Source: an optimization exercise on an open RTL-to-GDS flow (aim: small area and a short achievable clock period). Production flows keep margins and buffers that such runs may drop.
No run shown here included a check of the RTL's function; only the layout flow was run.
Power figures rest on the tool's default switching activity, not on a simulated workload.

==> flow/design.v (outline; a module is shown in full before it is edited, if it fits) <==
// module pid_controller: 1221 lines
// module pid_fa: 4 lines
// module pid_pg: 4 lines
// module pid_carry16: 24 lines
// module pid_bpp: 3 lines
// module pid_ha: 4 lines
// module top: 23 lines
module top (
  input  logic        clk,
  input  logic        rst_n,
  input  logic [15:0] setpoint,
  input  logic [15:0] feedback,
  input  logic [15:0] Kp,
  input  logic [15:0] Ki,
  input  logic [15:0] Kd,
  input  logic [15:0] clk_prescaler,
  output logic [15:0] control_signal
);
  // ...
==> flow/flow/run.sh <==
#!/bin/bash
# The standard layout, with the port buffers made of plain buf_1 cells
# instead of the delay buffers buffer_ports picks on its own, and a larger
# setup margin for timing repair.
set -euo pipefail
export BUFFER_PORTS_ARGS="-buffer_cell sky130_fd_sc_hd__buf_1"
bash standard.sh SETUP_SLACK_MARGIN=6.5 finish > standard.log 2>&1
==> flow/standard.sh <==
#!/bin/bash
# synth_recipe.tcl (not shown) runs the flow's synth.tcl, then flattens the netlist and writes it again
# the make line also repeats each setting of config.mk as NAME=value (left out here)
make -C /OpenROAD-flow-scripts/flow DESIGN_CONFIG=/design/flow/config.mk WORK_HOME=/design/flow/orfs CLKGATE_MAP_FILE= SYNTH_SCRIPT=/design/flow/synth_recipe.tcl "${@:-finish}"
==> flow/config.mk <==
export PLATFORM = sky130hd
export DESIGN_NAME = top
export DESIGN_NICKNAME = top
export VERILOG_FILES = /design/flow/design.v
export SDC_FILE = /design/flow/constraint.sdc
export NUM_CORES = 4
export LEC_CHECK = 0
export CAP_MARGIN = 20
export CORE_MARGIN = 2
export CORE_UTILIZATION = 40
export CTS_BUF_LIST = sky130_fd_sc_hd__clkbuf_4 sky130_fd_sc_hd__clkbuf_8
export CTS_CLUSTER_SIZE = 40
export SETUP_SLACK_MARGIN = 5
export SLEW_MARGIN = 20
export SYNTH_HIERARCHICAL = 1
export SYNTH_MINIMUM_KEEP_SIZE = 0
==> flow/constraint.sdc <==
create_clock -name core_clock -period 12.5 [get_ports {clk}]
set_input_delay 2.5000 -clock core_clock [delete_from_list [all_inputs] [get_ports {clk}]]
set_output_delay 2.5000 -clock core_clock [all_outputs]
set_load 0.01 [all_outputs]
==> summary.txt, run 1 <==
Layout
  – Fill cells: 3540
  – Non-filler cells, final: 2081
  – FF+latch area: 2730 sq um
  – Commonest non-fill, non-tap cell in the layout: a22o_1
  – Multi-input combinational area share: 71.4%
  – Inverters: 70
  – Non-clk bufs: 212

Timing
  – Setup violators final: 0
  – Final Hold Slack: 0.509 ns
  – Final min period: 6.12 ns
  – FMAX: 0.163 GHz

Synthesis
  – Cells after synthesis: 1379
  – Post-synth top cells: xnor2_1 (233), fa_1 (226), a22o_1 (216), dfrtp_1 (109), ha_1 (85)
  – Seq/Total Area, Yosys: 17.7%
  – Post-synth EDFFs: 0

Global routing
  – Pin count of the biggest net entering global routing: 63

Power and ir drop
  – Combinational power share: 80.6%
  – Power Clock: 220 uW
  – Seq pwr share: 13.7%

Run
  – MaxCap Viol Count: 0

Critical path
  – Worst Path Max Fanout: 5
  – CP bufs+invs: 2
  – Reg-to-reg endpoint: u_dut.C3[14]

Floorplanning
  – Die height: 200 um
  – Rows: 71

Min path
  – Hold EP: u_dut.clk_divider[0]

Run status
  – Outcome: complete, no violations
==> inputs of run 2 (changes only) <==
--- a/flow/design.v
+++ b/flow/design.v
@@ -10,16 +10,17 @@
     input  logic [15:0] clk_prescaler,
     output logic [15:0] control_signal
 );
   logic [15:0] clk_divider;
   logic        smp;
   logic [15:0] prev;
   logic [15:0] I0;
   logic [15:0] I1;
+  logic [15:0] I2;
   logic [15:0] C0;
   logic [15:0] C1;
   logic [15:0] C2;
   logic [15:0] C3;
   wire [16:0] inc_c;
   assign inc_c[0] = 1'b1;
   wire [15:0] cnt_inc;
   genvar g;
@@ -82,22 +83,22 @@
   assign X2[2] = 1'b0;
   assign X2[3] = 1'b0;
   assign X2[4] = 1'b0;
   assign X2[5] = 1'b0;
   assign X2[6] = 1'b0;
   assign X2[7] = 1'b0;
   assign X2[8] = ~smp & C2[8];
   assign X2[9] = ~smp & C2[9];
-  assign X2[10] = ~smp & C2[10];
-  assign X2[11] = ~smp & C2[11];
-  assign X2[12] = ~smp & C2[12];
-  assign X2[13] = ~smp & C2[13];
-  assign X2[14] = ~smp & C2[14];
-  assign X2[15] = ~smp & C2[15];
+  assign X2[10] = smp ? I2[10] : C2[10];
+  assign X2[11] = smp ? I2[11] : C2[11];
+  assign X2[12] = smp ? I2[12] : C2[12];
+  assign X2[13] = smp ? I2[13] : C2[13];
+  assign X2[14] = smp ? I2[14] : C2[14];
+  assign X2[15] = smp ? I2[15] : C2[15];
   wire [15:0] X3;
   assign X3[0] = 1'b0;
   assign X3[1] = 1'b0;
   assign X3[2] = 1'b0;
   assign X3[3] = 1'b0;
   assign X3[4] = 1'b0;
   assign X3[5] = 1'b0;
   assign X3[6] = 1'b0;
@@ -178,37 +179,149 @@
   wire ksum_p15, ksum_g15;
   pid_pg u_ksum_pg15 (.a(kpg[15]), .b(kdg[15]), .g(ksum_g15), .p(ksum_p15));
   wire [15:0] ksum_c;
   pid_carry16 u_ksum_cy (.g({ksum_g15, ksum_g14, ksum_g13, ksum_g12, ksum_g11, ksum_g10, ksum_g9, ksum_g8, ksum_g7, ksum_g6, ksum_g5, ksum_g4, ksum_g3, ksum_g2, ksum_g1, ksum_g0}), .p({ksum_p15, ksum_p14, ksum_p13, ksum_p12, ksum_p11, ksum_p10, ksum_p9, ksum_p8, ksum_p7, ksum_p6, ksum_p5, ksum_p4, ksum_p3, ksum_p2, ksum_p1, ksum_p0}), .ci(1'b0), .c(ksum_c));
   wire [15:0] ksum = {ksum_p15, ksum_p14, ksum_p13, ksum_p12, ksum_p11, ksum_p10, ksum_p9, ksum_p8, ksum_p7, ksum_p6, ksum_p5, ksum_p4, ksum_p3, ksum_p2, ksum_p1, ksum_p0} ^ ksum_c;
   wire ed_one0 = e[0] ^ 1'b0;
   wire ed_two0 = (e[1] & ~e[0] & ~1'b0) | (~e[1] & e[0] & 1'b0);
   wire ed_neg0 = e[1] & ~(e[0] & 1'b0);
-  wire ed_one1 = e[2] ^ e[1];
-  wire ed_two1 = (e[3] & ~e[2] & ~e[1]) | (~e[3] & e[2] & e[1]);
-  wire ed_neg1 = e[3] & ~(e[2] & e[1]);
-  wire ed_one2 = e[4] ^ e[3];
-  wire ed_two2 = (e[5] & ~e[4] & ~e[3]) | (~e[5] & e[4] & e[3]);
-  wire ed_neg2 = e[5] & ~(e[4] & e[3]);
-  wire ed_one3 = e[6] ^ e[5];
-  wire ed_two3 = (e[7] & ~e[6] & ~e[5]) | (~e[7] & e[6] & e[5]);
-  wire ed_neg3 = e[7] & ~(e[6] & e[5]);
-  wire ed_one4 = e[8] ^ e[7];
-  wire ed_two4 = (e[9] & ~e[8] & ~e[7]) | (~e[9] & e[8] & e[7]);
-  wire ed_neg4 = e[9] & ~(e[8] & e[7]);
-  wire ed_one5 = e[10] ^ e[9];
-  wire ed_two5 = (e[11] & ~e[10] & ~e[9]) | (~e[11] & e[10] & e[9]);
-  wire ed_neg5 = e[11] & ~(e[10] & e[9]);
-  wire ed_one6 = e[12] ^ e[11];
-  wire ed_two6 = (e[13] & ~e[12] & ~e[11]) | (~e[13] & e[12] & e[11]);
-  wire ed_neg6 = e[13] & ~(e[12] & e[11]);
-  wire ed_one7 = e[14] ^ e[13];
-  wire ed_two7 = (e[15] & ~e[14] & ~e[13]) | (~e[15] & e[14] & e[13]);
-  wire ed_neg7 = e[15] & ~(e[14] & e[13]);
+  wire ed_d1c0_l = e_p1;
+  wire ed_d1c0_cm = e_g1;
+  wire ed_d1c0_m = e_p2 ^ ed_d1c0_cm;
+  wire ed_d1c0_ch = e_g2 | (e_p2 & ed_d1c0_cm);
+  wire ed_d1c0_h = e_p3 ^ ed_d1c0_ch;
+  wire ed_d1c0_one = ed_d1c0_m ^ ed_d1c0_l;
+  wire ed_d1c0_two = (ed_d1c0_h & ~ed_d1c0_m & ~ed_d1c0_l) | (~ed_d1c0_h & ed_d1c0_m & ed_d1c0_l);
+  wire ed_d1c0_neg = ed_d1c0_h & ~(ed_d1c0_m & ed_d1c0_l);
+  wire ed_d1c1_l = ~e_p1;
+  wire ed_d1c1_cm = (e_g1 | e_p1);
+  wire ed_d1c1_m = e_p2 ^ ed_d1c1_cm;
+  wire ed_d1c1_ch = e_g2 | (e_p2 & ed_d1c1_cm);
+  wire ed_d1c1_h = e_p3 ^ ed_d1c1_ch;
+  wire ed_d1c1_one = ed_d1c1_m ^ ed_d1c1_l;
+  wire ed_d1c1_two = (ed_d1c1_h & ~ed_d1c1_m & ~ed_d1c1_l) | (~ed_d1c1_h & ed_d1c1_m & ed_d1c1_l);
+  wire ed_d1c1_neg = ed_d1c1_h & ~(ed_d1c1_m & ed_d1c1_l);
+  wire ed_one1 = e_c[1] ? ed_d1c1_one : ed_d1c0_one;
+  wire ed_two1 = e_c[1] ? ed_d1c1_two : ed_d1c0_two;
+  wire ed_neg1 = e_c[1] ? ed_d1c1_neg : ed_d1c0_neg;
+  wire ed_d2c0_l = e_p3;
+  wire ed_d2c0_cm = e_g3;
+  wire ed_d2c0_m = e_p4 ^ ed_d2c0_cm;
+  wire ed_d2c0_ch = e_g4 | (e_p4 & ed_d2c0_cm);
+  wire ed_d2c0_h = e_p5 ^ ed_d2c0_ch;
+  wire ed_d2c0_one = ed_d2c0_m ^ ed_d2c0_l;
+  wire ed_d2c0_two = (ed_d2c0_h & ~ed_d2c0_m & ~ed_d2c0_l) | (~ed_d2c0_h & ed_d2c0_m & ed_d2c0_l);
+  wire ed_d2c0_neg = ed_d2c0_h & ~(ed_d2c0_m & ed_d2c0_l);
+  wire ed_d2c1_l = ~e_p3;
+  wire ed_d2c1_cm = (e_g3 | e_p3);
+  wire ed_d2c1_m = e_p4 ^ ed_d2c1_cm;
+  wire ed_d2c1_ch = e_g4 | (e_p4 & ed_d2c1_cm);
+  wire ed_d2c1_h = e_p5 ^ ed_d2c1_ch;
+  wire ed_d2c1_one = ed_d2c1_m ^ ed_d2c1_l;
+  wire ed_d2c1_two = (ed_d2c1_h & ~ed_d2c1_m & ~ed_d2c1_l) | (~ed_d2c1_h & ed_d2c1_m & ed_d2c1_l);
+  wire ed_d2c1_neg = ed_d2c1_h & ~(ed_d2c1_m & ed_d2c1_l);
+  wire ed_one2 = e_c[3] ? ed_d2c1_one : ed_d2c0_one;
+  wire ed_two2 = e_c[3] ? ed_d2c1_two : ed_d2c0_two;
+  wire ed_neg2 = e_c[3] ? ed_d2c1_neg : ed_d2c0_neg;
+  wire ed_d3c0_l = e_p5;
+  wire ed_d3c0_cm = e_g5;
+  wire ed_d3c0_m = e_p6 ^ ed_d3c0_cm;
+  wire ed_d3c0_ch = e_g6 | (e_p6 & ed_d3c0_cm);
+  wire ed_d3c0_h = e_p7 ^ ed_d3c0_ch;
+  wire ed_d3c0_one = ed_d3c0_m ^ ed_d3c0_l;
+  wire ed_d3c0_two = (ed_d3c0_h & ~ed_d3c0_m & ~ed_d3c0_l) | (~ed_d3c0_h & ed_d3c0_m & ed_d3c0_l);
+  wire ed_d3c0_neg = ed_d3c0_h & ~(ed_d3c0_m & ed_d3c0_l);
+  wire ed_d3c1_l = ~e_p5;
+  wire ed_d3c1_cm = (e_g5 | e_p5);
+  wire ed_d3c1_m = e_p6 ^ ed_d3c1_cm;
+  wire ed_d3c1_ch = e_g6 | (e_p6 & ed_d3c1_cm);
+  wire ed_d3c1_h = e_p7 ^ ed_d3c1_ch;
+  wire ed_d3c1_one = ed_d3c1_m ^ ed_d3c1_l;
+  wire ed_d3c1_two = (ed_d3c1_h & ~ed_d3c1_m & ~ed_d3c1_l) | (~ed_d3c1_h & ed_d3c1_m & ed_d3c1_l);
+  wire ed_d3c1_neg = ed_d3c1_h & ~(ed_d3c1_m & ed_d3c1_l);
+  wire ed_one3 = e_c[5] ? ed_d3c1_one : ed_d3c0_one;
+  wire ed_two3 = e_c[5] ? ed_d3c1_two : ed_d3c0_two;
+  wire ed_neg3 = e_c[5] ? ed_d3c1_neg : ed_d3c0_neg;
+  wire ed_d4c0_l = e_p7;
+  wire ed_d4c0_cm = e_g7;
+  wire ed_d4c0_m = e_p8 ^ ed_d4c0_cm;
+  wire ed_d4c0_ch = e_g8 | (e_p8 & ed_d4c0_cm);
+  wire ed_d4c0_h = e_p9 ^ ed_d4c0_ch;
+  wire ed_d4c0_one = ed_d4c0_m ^ ed_d4c0_l;
+  wire ed_d4c0_two = (ed_d4c0_h & ~ed_d4c0_m & ~ed_d4c0_l) | (~ed_d4c0_h & ed_d4c0_m & ed_d4c0_l);
+  wire ed_d4c0_neg = ed_d4c0_h & ~(ed_d4c0_m & ed_d4c0_l);
+  wire ed_d4c1_l = ~e_p7;
+  wire ed_d4c1_cm = (e_g7 | e_p7);
+  wire ed_d4c1_m = e_p8 ^ ed_d4c1_cm;
+  wire ed_d4c1_ch = e_g8 | (e_p8 & ed_d4c1_cm);
+  wire ed_d4c1_h = e_p9 ^ ed_d4c1_ch;
+  wire ed_d4c1_one = ed_d4c1_m ^ ed_d4c1_l;
+  wire ed_d4c1_two = (ed_d4c1_h & ~ed_d4c1_m & ~ed_d4c1_l) | (~ed_d4c1_h & ed_d4c1_m & ed_d4c1_l);
+  wire ed_d4c1_neg = ed_d4c1_h & ~(ed_d4c1_m & ed_d4c1_l);
+  wire ed_one4 = e_c[7] ? ed_d4c1_one : ed_d4c0_one;
+  wire ed_two4 = e_c[7] ? ed_d4c1_two : ed_d4c0_two;
+  wire ed_neg4 = e_c[7] ? ed_d4c1_neg : ed_d4c0_neg;
+  wire ed_d5c0_l = e_p9;
+  wire ed_d5c0_cm = e_g9;
+  wire ed_d5c0_m = e_p10 ^ ed_d5c0_cm;
+  wire ed_d5c0_ch = e_g10 | (e_p10 & ed_d5c0_cm);
+  wire ed_d5c0_h = e_p11 ^ ed_d5c0_ch;
+  wire ed_d5c0_one = ed_d5c0_m ^ ed_d5c0_l;
+  wire ed_d5c0_two = (ed_d5c0_h & ~ed_d5c0_m & ~ed_d5c0_l) | (~ed_d5c0_h & ed_d5c0_m & ed_d5c0_l);
+  wire ed_d5c0_neg = ed_d5c0_h & ~(ed_d5c0_m & ed_d5c0_l);
+  wire ed_d5c1_l = ~e_p9;
+  wire ed_d5c1_cm = (e_g9 | e_p9);
+  wire ed_d5c1_m = e_p10 ^ ed_d5c1_cm;
+  wire ed_d5c1_ch = e_g10 | (e_p10 & ed_d5c1_cm);
+  wire ed_d5c1_h = e_p11 ^ ed_d5c1_ch;
+  wire ed_d5c1_one = ed_d5c1_m ^ ed_d5c1_l;
+  wire ed_d5c1_two = (ed_d5c1_h & ~ed_d5c1_m & ~ed_d5c1_l) | (~ed_d5c1_h & ed_d5c1_m & ed_d5c1_l);
+  wire ed_d5c1_neg = ed_d5c1_h & ~(ed_d5c1_m & ed_d5c1_l);
+  wire ed_one5 = e_c[9] ? ed_d5c1_one : ed_d5c0_one;
+  wire ed_two5 = e_c[9] ? ed_d5c1_two : ed_d5c0_two;
+  wire ed_neg5 = e_c[9] ? ed_d5c1_neg : ed_d5c0_neg;
+  wire ed_d6c0_l = e_p11;
+  wire ed_d6c0_cm = e_g11;
+  wire ed_d6c0_m = e_p12 ^ ed_d6c0_cm;
+  wire ed_d6c0_ch = e_g12 | (e_p12 & ed_d6c0_cm);
+  wire ed_d6c0_h = e_p13 ^ ed_d6c0_ch;
+  wire ed_d6c0_one = ed_d6c0_m ^ ed_d6c0_l;
+  wire ed_d6c0_two = (ed_d6c0_h & ~ed_d6c0_m & ~ed_d6c0_l) | (~ed_d6c0_h & ed_d6c0_m & ed_d6c0_l);
+  wire ed_d6c0_neg = ed_d6c0_h & ~(ed_d6c0_m & ed_d6c0_l);
+  wire ed_d6c1_l = ~e_p11;
+  wire ed_d6c1_cm = (e_g11 | e_p11);
+  wire ed_d6c1_m = e_p12 ^ ed_d6c1_cm;
+  wire ed_d6c1_ch = e_g12 | (e_p12 & ed_d6c1_cm);
+  wire ed_d6c1_h = e_p13 ^ ed_d6c1_ch;
+  wire ed_d6c1_one = ed_d6c1_m ^ ed_d6c1_l;
+  wire ed_d6c1_two = (ed_d6c1_h & ~ed_d6c1_m & ~ed_d6c1_l) | (~ed_d6c1_h & ed_d6c1_m & ed_d6c1_l);
+  wire ed_d6c1_neg = ed_d6c1_h & ~(ed_d6c1_m & ed_d6c1_l);
+  wire ed_one6 = e_c[11] ? ed_d6c1_one : ed_d6c0_one;
+  wire ed_two6 = e_c[11] ? ed_d6c1_two : ed_d6c0_two;
+  wire ed_neg6 = e_c[11] ? ed_d6c1_neg : ed_d6c0_neg;
+  wire ed_d7c0_l = e_p13;
+  wire ed_d7c0_cm = e_g13;
+  wire ed_d7c0_m = e_p14 ^ ed_d7c0_cm;
+  wire ed_d7c0_ch = e_g14 | (e_p14 & ed_d7c0_cm);
+  wire ed_d7c0_h = e_p15 ^ ed_d7c0_ch;
+  wire ed_d7c0_one = ed_d7c0_m ^ ed_d7c0_l;
+  wire ed_d7c0_two = (ed_d7c0_h & ~ed_d7c0_m & ~ed_d7c0_l) | (~ed_d7c0_h & ed_d7c0_m & ed_d7c0_l);
+  wire ed_d7c0_neg = ed_d7c0_h & ~(ed_d7c0_m & ed_d7c0_l);
+  wire ed_d7c1_l = ~e_p13;
+  wire ed_d7c1_cm = (e_g13 | e_p13);
+  wire ed_d7c1_m = e_p14 ^ ed_d7c1_cm;
+  wire ed_d7c1_ch = e_g14 | (e_p14 & ed_d7c1_cm);
+  wire ed_d7c1_h = e_p15 ^ ed_d7c1_ch;
+  wire ed_d7c1_one = ed_d7c1_m ^ ed_d7c1_l;
+  wire ed_d7c1_two = (ed_d7c1_h & ~ed_d7c1_m & ~ed_d7c1_l) | (~ed_d7c1_h & ed_d7c1_m & ed_d7c1_l);
+  wire ed_d7c1_neg = ed_d7c1_h & ~(ed_d7c1_m & ed_d7c1_l);
+  wire ed_one7 = e_c[13] ? ed_d7c1_one : ed_d7c0_one;
+  wire ed_two7 = e_c[13] ? ed_d7c1_two : ed_d7c0_two;
+  wire ed_neg7 = e_c[13] ? ed_d7c1_neg : ed_d7c0_neg;
   wire pd_one0 = prev[0] ^ 1'b0;
   wire pd_two0 = (prev[1] & ~prev[0] & ~1'b0) | (~prev[1] & prev[0] & 1'b0);
   wire pd_neg0 = ~prev[1] & (prev[0] | 1'b0);
   wire pd_one1 = prev[2] ^ prev[1];
   wire pd_two1 = (prev[3] & ~prev[2] & ~prev[1]) | (~prev[3] & prev[2] & prev[1]);
   wire pd_neg1 = ~prev[3] & (prev[2] | prev[1]);
   wire pd_one2 = prev[4] ^ prev[3];
   wire pd_two2 = (prev[5] & ~prev[4] & ~prev[3]) | (~prev[5] & prev[4] & prev[3]);
@@ -764,99 +877,99 @@
   pid_fa u_it_53 (.a(it_51), .b(kie_p0_9), .c(kie_p1_7), .s(it_53), .co(it_54));
   wire it_55, it_56;
   pid_fa u_it_55 (.a(kie_p2_5), .b(kie_p3_3), .c(kie_p4_1), .s(it_55), .co(it_56));
   wire it_57, it_58;
   pid_fa u_it_57 (.a(it_44), .b(it_46), .c(it_53), .s(it_57), .co(it_58));
   wire it_59, it_60;
   pid_fa u_it_59 (.a(it_55), .b(it_48), .c(it_57), .s(it_59), .co(it_60));
   wire it_61, it_62;
-  pid_fa u_it_61 (.a(I0[10]), .b(I1[10]), .c(kid_neg5), .s(it_61), .co(it_62));
+  pid_fa u_it_61 (.a(I0[10]), .b(I1[10]), .c(I2[10]), .s(it_61), .co(it_62));
   wire it_63, it_64;
-  pid_fa u_it_63 (.a(it_61), .b(it_52), .c(kie_p0_10), .s(it_63), .co(it_64));
+  pid_fa u_it_63 (.a(it_61), .b(kid_neg5), .c(it_52), .s(it_63), .co(it_64));
   wire it_65, it_66;
-  pid_fa u_it_65 (.a(kie_p1_8), .b(kie_p2_6), .c(kie_p3_4), .s(it_65), .co(it_66));
+  pid_fa u_it_65 (.a(kie_p0_10), .b(kie_p1_8), .c(kie_p2_6), .s(it_65), .co(it_66));
   wire it_67, it_68;
-  pid_fa u_it_67 (.a(kie_p4_2), .b(kie_p5_0), .c(it_54), .s(it_67), .co(it_68));
+  pid_fa u_it_67 (.a(kie_p3_4), .b(kie_p4_2), .c(kie_p5_0), .s(it_67), .co(it_68));
   wire it_69, it_70;
-  pid_fa u_it_69 (.a(it_56), .b(it_63), .c(it_65), .s(it_69), .co(it_70));
+  pid_fa u_it_69 (.a(it_63), .b(it_54), .c(it_56), .s(it_69), .co(it_70));
   wire it_71, it_72;
-  pid_fa u_it_71 (.a(it_58), .b(it_67), .c(it_69), .s(it_71), .co(it_72));
+  pid_fa u_it_71 (.a(it_65), .b(it_67), .c(it_58), .s(it_71), .co(it_72));
   wire it_73, it_74;
-  pid_fa u_it_73 (.a(I0[11]), .b(I1[11]), .c(it_62), .s(it_73), .co(it_74));
+  pid_fa u_it_73 (.a(I0[11]), .b(I1[11]), .c(I2[11]), .s(it_73), .co(it_74));
   wire it_75, it_76;
-  pid_fa u_it_75 (.a(it_73), .b(kie_p0_11), .c(kie_p1_9), .s(it_75), .co(it_76));
+  pid_fa u_it_75 (.a(it_62), .b(it_73), .c(kie_p0_11), .s(it_75), .co(it_76));
   wire it_77, it_78;
-  pid_fa u_it_77 (.a(kie_p2_7), .b(kie_p3_5), .c(kie_p4_3), .s(it_77), .co(it_78));
+  pid_fa u_it_77 (.a(kie_p1_9), .b(kie_p2_7), .c(kie_p3_5), .s(it_77), .co(it_78));
   wire it_79, it_80;
-  pid_fa u_it_79 (.a(kie_p5_1), .b(it_64), .c(it_66), .s(it_79), .co(it_80));
+  pid_fa u_it_79 (.a(kie_p4_3), .b(kie_p5_1), .c(it_64), .s(it_79), .co(it_80));
   wire it_81, it_82;
-  pid_fa u_it_81 (.a(it_75), .b(it_77), .c(it_68), .s(it_81), .co(it_82));
+  pid_fa u_it_81 (.a(it_66), .b(it_68), .c(it_75), .s(it_81), .co(it_82));
   wire it_83, it_84;
-  pid_fa u_it_83 (.a(it_70), .b(it_79), .c(it_81), .s(it_83), .co(it_84));
+  pid_fa u_it_83 (.a(it_77), .b(it_79), .c(it_70), .s(it_83), .co(it_84));
   wire it_85, it_86;
-  pid_fa u_it_85 (.a(I0[12]), .b(I1[12]), .c(kid_neg6), .s(it_85), .co(it_86));
+  pid_fa u_it_85 (.a(I0[12]), .b(I1[12]), .c(I2[12]), .s(it_85), .co(it_86));
   wire it_87, it_88;
-  pid_fa u_it_87 (.a(it_85), .b(it_74), .c(kie_p0_12), .s(it_87), .co(it_88));
+  pid_fa u_it_87 (.a(it_74), .b(it_85), .c(kid_neg6), .s(it_87), .co(it_88));
   wire it_89, it_90;
-  pid_fa u_it_89 (.a(kie_p1_10), .b(kie_p2_8), .c(kie_p3_6), .s(it_89), .co(it_90));
+  pid_fa u_it_89 (.a(it_87), .b(kie_p0_12), .c(kie_p1_10), .s(it_89), .co(it_90));
   wire it_91, it_92;
-  pid_fa u_it_91 (.a(kie_p4_4), .b(kie_p5_2), .c(kie_p6_0), .s(it_91), .co(it_92));
+  pid_fa u_it_91 (.a(kie_p2_8), .b(kie_p3_6), .c(kie_p4_4), .s(it_91), .co(it_92));
   wire it_93, it_94;
-  pid_fa u_it_93 (.a(it_76), .b(it_78), .c(it_87), .s(it_93), .co(it_94));
+  pid_fa u_it_93 (.a(kie_p5_2), .b(kie_p6_0), .c(it_76), .s(it_93), .co(it_94));
   wire it_95, it_96;
-  pid_fa u_it_95 (.a(it_89), .b(it_91), .c(it_80), .s(it_95), .co(it_96));
+  pid_fa u_it_95 (.a(it_78), .b(it_89), .c(it_91), .s(it_95), .co(it_96));
   wire it_97, it_98;
-  pid_fa u_it_97 (.a(it_93), .b(it_82), .c(it_95), .s(it_97), .co(it_98));
+  pid_fa u_it_97 (.a(it_80), .b(it_82), .c(it_93), .s(it_97), .co(it_98));
   wire it_99, it_100;
-  pid_fa u_it_99 (.a(I0[13]), .b(I1[13]), .c(it_86), .s(it_99), .co(it_100));
+  pid_fa u_it_99 (.a(I0[13]), .b(I1[13]), .c(I2[13]), .s(it_99), .co(it_100));
   wire it_101, it_102;
-  pid_fa u_it_101 (.a(it_99), .b(kie_p0_13), .c(kie_p1_11), .s(it_101), .co(it_102));
+  pid_fa u_it_101 (.a(it_86), .b(it_99), .c(it_88), .s(it_101), .co(it_102));
   wire it_103, it_104;
-  pid_fa u_it_103 (.a(kie_p2_9), .b(kie_p3_7), .c(kie_p4_5), .s(it_103), .co(it_104));
+  pid_fa u_it_103 (.a(it_101), .b(kie_p0_13), .c(kie_p1_11), .s(it_103), .co(it_104));
   wire it_105, it_106;
-  pid_fa u_it_105 (.a(kie_p5_3), .b(kie_p6_1), .c(it_88), .s(it_105), .co(it_106));
+  pid_fa u_it_105 (.a(kie_p2_9), .b(kie_p3_7), .c(kie_p4_5), .s(it_105), .co(it_106));
   wire it_107, it_108;
-  pid_fa u_it_107 (.a(it_90), .b(it_92), .c(it_101), .s(it_107), .co(it_108));
+  pid_fa u_it_107 (.a(kie_p5_3), .b(kie_p6_1), .c(it_90), .s(it_107), .co(it_108));
   wire it_109, it_110;
-  pid_fa u_it_109 (.a(it_103), .b(it_94), .c(it_105), .s(it_109), .co(it_110));
+  pid_fa u_it_109 (.a(it_92), .b(it_103), .c(it_105), .s(it_109), .co(it_110));
   wire it_111, it_112;
-  pid_fa u_it_111 (.a(it_107), .b(it_96), .c(it_109), .s(it_111), .co(it_112));
+  pid_fa u_it_111 (.a(it_94), .b(it_96), .c(it_107), .s(it_111), .co(it_112));
   wire it_113, it_114;
-  pid_fa u_it_113 (.a(I0[14]), .b(I1[14]), .c(kid_neg7), .s(it_113), .co(it_114));
+  pid_fa u_it_113 (.a(I0[14]), .b(I1[14]), .c(I2[14]), .s(it_113), .co(it_114));
   wire it_115, it_116;
-  pid_fa u_it_115 (.a(it_113), .b(it_100), .c(kie_p0_14), .s(it_115), .co(it_116));
+  pid_fa u_it_115 (.a(it_100), .b(it_113), .c(kid_neg7), .s(it_115), .co(it_116));
   wire it_117, it_118;
-  pid_fa u_it_117 (.a(kie_p1_12), .b(kie_p2_10), .c(kie_p3_8), .s(it_117), .co(it_118));
+  pid_fa u_it_117 (.a(it_115), .b(it_102), .c(kie_p0_14), .s(it_117), .co(it_118));
   wire it_119, it_120;
-  pid_fa u_it_119 (.a(kie_p4_6), .b(kie_p5_4), .c(kie_p6_2), .s(it_119), .co(it_120));
+  pid_fa u_it_119 (.a(kie_p1_12), .b(kie_p2_10), .c(kie_p3_8), .s(it_119), .co(it_120));
   wire it_121, it_122;
-  pid_fa u_it_121 (.a(kie_p7_0), .b(it_102), .c(it_104), .s(it_121), .co(it_122));
+  pid_fa u_it_121 (.a(kie_p4_6), .b(kie_p5_4), .c(kie_p6_2), .s(it_121), .co(it_122));
   wire it_123, it_124;
-  pid_fa u_it_123 (.a(it_115), .b(it_117), .c(it_119), .s(it_123), .co(it_124));
+  pid_fa u_it_123 (.a(kie_p7_0), .b(it_104), .c(it_106), .s(it_123), .co(it_124));
   wire it_125, it_126;
-  pid_fa u_it_125 (.a(it_106), .b(it_108), .c(it_121), .s(it_125), .co(it_126));
+  pid_fa u_it_125 (.a(it_117), .b(it_119), .c(it_121), .s(it_125), .co(it_126));
   wire it_127, it_128;
-  pid_fa u_it_127 (.a(it_123), .b(it_110), .c(it_125), .s(it_127), .co(it_128));
+  pid_fa u_it_127 (.a(it_108), .b(it_110), .c(it_123), .s(it_127), .co(it_128));
   wire it_129, it_130;
-  pid_fa u_it_129 (.a(I0[15]), .b(I1[15]), .c(it_114), .s(it_129), .co(it_130));
+  pid_fa u_it_129 (.a(I0[15]), .b(I1[15]), .c(I2[15]), .s(it_129), .co(it_130));
   wire it_131, it_132;
-  pid_fa u_it_131 (.a(it_129), .b(kie_p0_15), .c(kie_p1_13), .s(it_131), .co(it_132));
+  pid_fa u_it_131 (.a(it_114), .b(it_129), .c(it_116), .s(it_131), .co(it_132));
   wire it_133, it_134;
-  pid_fa u_it_133 (.a(kie_p2_11), .b(kie_p3_9), .c(kie_p4_7), .s(it_133), .co(it_134));
+  pid_fa u_it_133 (.a(it_131), .b(kie_p0_15), .c(kie_p1_13), .s(it_133), .co(it_134));
   wire it_135, it_136;
-  pid_fa u_it_135 (.a(kie_p5_5), .b(kie_p6_3), .c(kie_p7_1), .s(it_135), .co(it_136));
+  pid_fa u_it_135 (.a(kie_p2_11), .b(kie_p3_9), .c(kie_p4_7), .s(it_135), .co(it_136));
   wire it_137, it_138;
-  pid_fa u_it_137 (.a(it_116), .b(it_118), .c(it_120), .s(it_137), .co(it_138));
+  pid_fa u_it_137 (.a(kie_p5_5), .b(kie_p6_3), .c(kie_p7_1), .s(it_137), .co(it_138));
   wire it_139, it_140;
-  pid_fa u_it_139 (.a(it_131), .b(it_133), .c(it_135), .s(it_139), .co(it_140));
+  pid_fa u_it_139 (.a(it_118), .b(it_120), .c(it_122), .s(it_139), .co(it_140));
   wire it_141, it_142;
-  pid_fa u_it_141 (.a(it_122), .b(it_124), .c(it_137), .s(it_141), .co(it_142));
+  pid_fa u_it_141 (.a(it_133), .b(it_135), .c(it_137), .s(it_141), .co(it_142));
   wire it_143, it_144;
-  pid_fa u_it_143 (.a(it_139), .b(it_126), .c(it_141), .s(it_143), .co(it_144));
+  pid_fa u_it_143 (.a(it_124), .b(it_126), .c(it_139), .s(it_143), .co(it_144));
   wire ct_1, ct_2;
   pid_fa u_ct_1 (.a(pd_neg0), .b(X0[0]), .c(X1[0]), .s(ct_1), .co(ct_2));
   wire ct_3, ct_4;
   pid_fa u_ct_3 (.a(ct_1), .b(kdp_p0_0), .c(ed_neg0), .s(ct_3), .co(ct_4));
   wire ct_5, ct_6;
   pid_fa u_ct_5 (.a(X0[1]), .b(X1[1]), .c(ct_2), .s(ct_5), .co(ct_6));
   wire ct_7, ct_8;
   pid_fa u_ct_7 (.a(ct_5), .b(kdp_p0_1), .c(ct_4), .s(ct_7), .co(ct_8));
@@ -1140,24 +1253,26 @@
   pid_fa u_ct_285 (.a(ct_277), .b(ct_279), .c(ct_250), .s(ct_285), .co(ct_286));
   wire ct_287, ct_288;
   pid_fa u_ct_287 (.a(ct_252), .b(ct_281), .c(ct_283), .s(ct_287), .co(ct_288));
   always_ff @(posedge clk or negedge rst_n) begin
     if (!rst_n) begin
       prev <= 16'h0000;
       I0 <= 16'h0000;
       I1 <= 16'h0000;
+      I2 <= 16'h0000;
       C0 <= 16'h0000;
       C1 <= 16'h0000;
       C2 <= 16'h0000;
       C3 <= 16'h0000;
     end else begin
       if (smp) prev <= e;
-      I0 <= {it_128, it_112, it_98, it_84, it_72, it_60, it_50, it_40, it_37, it_24, it_18, it_15, it_8, kie_p1_0, it_3, it_1};
-      I1 <= {it_143, it_127, it_111, it_97, it_83, it_71, it_59, it_49, it_39, it_31, it_23, it_17, it_11, it_7, kie_p0_1, kie_p0_0};
+      I0 <= {it_141, it_125, it_109, it_95, it_81, it_69, it_50, it_40, it_37, it_24, it_18, it_15, it_8, kie_p1_0, it_3, it_1};
+      I1 <= {it_128, it_112, it_98, it_84, it_72, it_60, it_59, it_49, it_39, it_31, it_23, it_17, it_11, it_7, kie_p0_1, kie_p0_0};
+      I2 <= {it_143, it_127, it_111, it_97, it_83, it_71, 1'b0, 1'b0, 1'b0, 1'b0, 1'b0, 1'b0, 1'b0, 1'b0, 1'b0, 1'b0};
       C0 <= {ct_254, ct_251, ct_194, ct_166, ct_165, ct_141, ct_117, ct_97, ct_64, ct_48, ct_36, ct_24, ct_21, ct_8, kse_p0_1, kse_p0_0};
       C1 <= {ct_285, ct_253, ct_221, ct_193, ct_144, ct_120, ct_100, ct_80, ct_79, ct_63, ct_47, ct_35, ct_23, ct_15, ct_7, ct_3};
       C2 <= {ct_256, ct_224, ct_196, ct_168, ct_167, ct_143, ct_119, ct_99, 1'b0, 1'b0, 1'b0, 1'b0, 1'b0, 1'b0, 1'b0, 1'b0};
       C3 <= {ct_287, ct_255, ct_223, ct_195, 1'b0, 1'b0, 1'b0, 1'b0, 1'b0, 1'b0, 1'b0, 1'b0, 1'b0, 1'b0, 1'b0, 1'b0};
     end
   end
   wire ot_1, ot_2;
   pid_ha u_ot_1 (.a(C0[8]), .b(C1[8]), .s(ot_1), .co(ot_2));
==> run 2 against run 1 <==
Design area rose by 3.1%. Area after synthesis rose by 6.7%. Final cell count rose by 4.3%. Die area rose by 6.6%. Flip-flop and latch count rose by 6. Core utilization fell by 2.1 points. Power rose by 3.1%. Sequential share of layout area rose by 0.34 points. Count of clock-buffer cells in the layout rose by 10. Worst hold slack improved by 0.012 ns. Largest cell class unchanged.
==> summary.txt, run 2 <==
Clocking
  – CTS tree: built
  – Clock transition at path regs: 0.08 ns
  – Clock root buffer: clkbuf_8
  – Clk sinks: 115
  – Worst skew pair latency: 0.46 ns
  – Number of H-tree levels: 4
  – TritonCTS Buffers: 17
  – Hold Buf Count CTS: 0
  – Clk buf depth: 2

Synthesis
  – Top-count cell post-synth: xnor2_1
  – Post-synth top cells: xnor2_1 (227), fa_1 (226), a22o_1 (216), dfrtp_1 (115), ha_1 (106)
  – Yosys cell types: 48
  – Synthesis Warnings: 10
  – Main synth FF type: dfrtp_1
  – Cells after synthesis: 1474 (+6.9%)
  – Yosys reg bits: 115
  – Ys async rst share: 100%
  – Dominant cell type by area after synthesis: fa_1
  – Seq/Total Area, Yosys: 17.5% (-0.20 points)
  – Share of Yosys cell area claimed by the top area cell type: 27.5%
  – Mean Syn Cell Area: 11.2 sq um
  – Post-synth EDFFs: 0 (unchanged)
  – Top area cells in the synthesized netlist: fa_1 (27%), dfrtp_1 (17%), xnor2_1 (12%)
  – Post-Syn Area: 16500 sq um

Power and ir drop
  – Pwr dens: 210 nW/um^2
  – Leak Pwr: 0.00874 uW
  – Design Power: 3980 uW
  – VDD IR max: 130 uV

Layout
  – Most frequent cells in the layout: fa_1 (222), a22o_1 (216), xnor2_1 (213)
  – Area delta synth->final: 15.2%
  – Fill cells: 3808 (+7.6%)
  – Final net count: 2056
  – Diodes inserted: 0
  – Final instance area: 18900 sq um
  – Multi-input gate area in the final layout: 13700 sq um
  – Ratio of cells with drive above 1 in the final layout: 15.0%
  – Commonest non-fill, non-tap cell in the layout: fa_1
  – Core Util, Final: 46.5%
  – FF+latch area: 2880 sq um (+5.4%)

Critical path
  – CP bufs+invs: 2 (unchanged)
  – Slowest cell on the critical path: fa_1
  – Cells along the critical path: buf_1 -> nand2_2 -> inv_1 -> ha_2 -> nand4_1 -> a21oi_2 -> o2111ai_2 -> a31oi_2 -> xnor2_2 -> xor2_1 -> a22o_1 -> fa_1 -> fa_1 -> fa_1
  – Crit start category: input pin
  – CP Class: input pin to register
  – Most used cell, CP: fa_1
  – CP top delay family: adder cells
  – Worst Path Max Fanout: 7 (+2)
  – Slowest stage delay, CP: 0.47 ns
  – Critical Path RT: 12.83 ns
  – Crit end category: register
  – CP arrival: 6.29 ns

Floorplanning
  – Starting density of the core: 40.4%
  – Rows: 74 (+4.2%)
  – Die height: 207 um (+3.2%)
  – Full die area: 42800 sq um
  – DIE WIDTH: 207 um
  – Io pins: 114
  – Core area: 40700 sq um

Global routing
  – Vias in the first global route: 12351
  – GRT overflow: 0
  – Initial antenna violation count: 0
  – GRT Total Usage: 21.9%
  – Pin count of the biggest net entering global routing: 67 (+6.3%)
  – First-pass GRT wire length: 70.7 mm

Detailed routing
  – WL/cell: 20.9 um
  – Vias per inst: 5.55
  – WL final: 45.3 mm
  – Via total after detailed routing: 12046
  – Drt drc: 0
  – DRC marker count from the first detailed-route iteration: 845
  – Pre-antenna DRT Iters: 5
  – Remaining antenna violation count: 0

Timing
  – Worst-Margin Slew: 0.966 ns
  – Final Max Slew Viols: 0
  – Final hold vios: 0
  – Unrepaired setup endpoints after global routing: yes
  – Tcrit/Tclk final: 47.7%
  – Slew HR: 35.3%
  – Final min period: 5.96 ns (-0.156 ns)
  – Setup TNS: 0 ns
  – FMAX: 0.168 GHz (+2.6%)
  – Setup violators final: 0 (unchanged)
  – Clock Skews: 0.0204 ns

Run status
  – Outcome: complete, no violations

Placed design
  – PortBufs: 113
  – HPWL Detailed: 37.4 mm
  – Routability Congestion: 0.905
  – Placed Area: 17700 sq um

Run
  – MaxCap Viol Count: 0 (unchanged)

Min path
  – Classification of the worst-slack hold path: register to register
[run 2: routing by layer]
layer	global-route usage (%)	up-vias	share of wire (%)
met5	0	-	0
met3	3.50	47	5.2
li1	-	5449	-
met2	36.8	358	49
met1	29.4	6192	43
met4	6.33	0	2.6
[run 2: modules after synthesis (local to each module, per instance), excerpt]
module / cells inside / times used / cell area [sq um] / flops+latches
pid_controller: 850 / 1 / 8600 / 115
pid_pg: 1 / 48 / 12.5 / 0
pid_bpp: 1 / 216 / 8.76 / 0
pid_fa: 1 / 226 / 20.0 / 0
pid_ha: 1 / 2 / 12.5 / 0
pid_carry16: 44 / 3 / 272 / 0
[run 2: cell families (layout without fill, tap and decap cells)]
group,count (synthesis),count (layout),share of synthesized area (%)
AOI/OAI and AO/OA,333,333,16.8
xor gates and xnor gates,297,297,15.8
adders and majority gates,332,332,35.6
buffers and inverters,113,274,2.94
DFF,115,115,17.5
muxes,52,52,3.95
other,2,6,0.0456
and+or+nand+nor,230,230,7.45
[run 2: final timing paths]
kind | startpoint | end | slack, ns | cells after the start
max | Kd[5] | u_dut.C3[14] | 6.54 | 14
min | u_dut.clk_divider[0] | u_dut.clk_divider[0] | 0.52 | 1
max reg2reg | u_dut.prev[9] | u_dut.C3[15] | 6.60 | 13
min reg2reg | u_dut.clk_divider[0] | u_dut.clk_divider[0] | 0.52 | 1
max in group asynchronous | rst_n | u_dut.I0[10] | 9.05 | 2
min in group asynchronous | rst_n | u_dut.clk_divider[4] | 2.21 | 1
[run 2: timing repair]
action	4_1_cts	5_1_grt
setup endpoints to repair	40	34
pin swaps	8	17
resized for setup	33	31
buffers inserted	15	19
[run 2: per-stage QoR]
step	cells	hold slack (ns)	worst slack (ns)
global route	2171	0.529	6.39
finish	2171	0.521	6.54
detailed placement	2105	0.508	5.48
CTS	2152	0.520	6.42
global placement	2105	0.499	5.61
floorplan	1478	0.449	6.47
[run 2: layout make-up]
type	instances	share of cell area [%]
Multi-Input combinational cell	1250	72.2
Sequential cell	115	15.2
Timing Repair Buffer	170	5.17
Tap cell	532	3.51
Inverter	72	1.43
Clock buffer	19	1.38
Clock inverter	13	1.08
[run 2: power by group]
group / leakage (uW) / internal [uW] / switching, uW
registers: 0.00144 / 489 / 52.4
clock network: 0.000228 / 248 / 180
logic: 0.00708 / 1290 / 1720
total: 0.00874 / 2030 / 1950

[what the ideal ports hide]
The results above use ideal ports. As a check the final layouts listed here were re-extracted and re-timed, cells and wires unchanged.
Step 1 (the two cells are an assumption about what drives the block):
set clk [get_ports {clk}]
set_driving_cell -lib_cell sky130_fd_sc_hd__clkbuf_16 $clk
set_driving_cell -lib_cell sky130_fd_sc_hd__buf_2 [delete_from_list [all_inputs] $clk]
Step 2 moves the port delays by t, midway between the first and last clock arrival at a register: inputs arrive t later, outputs are due t later. That takes back most of the time a late clock gives input paths.
Slacks: ideal / step 1 / step 2; pairs: ideal / step 1.
run	t, ns	slack for setup (ns)	worst setup path at the end	clock arrival spread, ns	worst slew at a driven data input, ns
run 1	0.447	6.380 / 6.405 / 5.958	input to register	0.015 / 0.016	0.04
run 2	0.493	6.536 / 6.561 / 6.068	input to register	0.022 / 0.022	0.07
After both steps setup and hold are still met in every run listed. The setup slack of run 2, which loses most, moves by +0.025 ns with the drivers and by -0.468 ns with both steps.
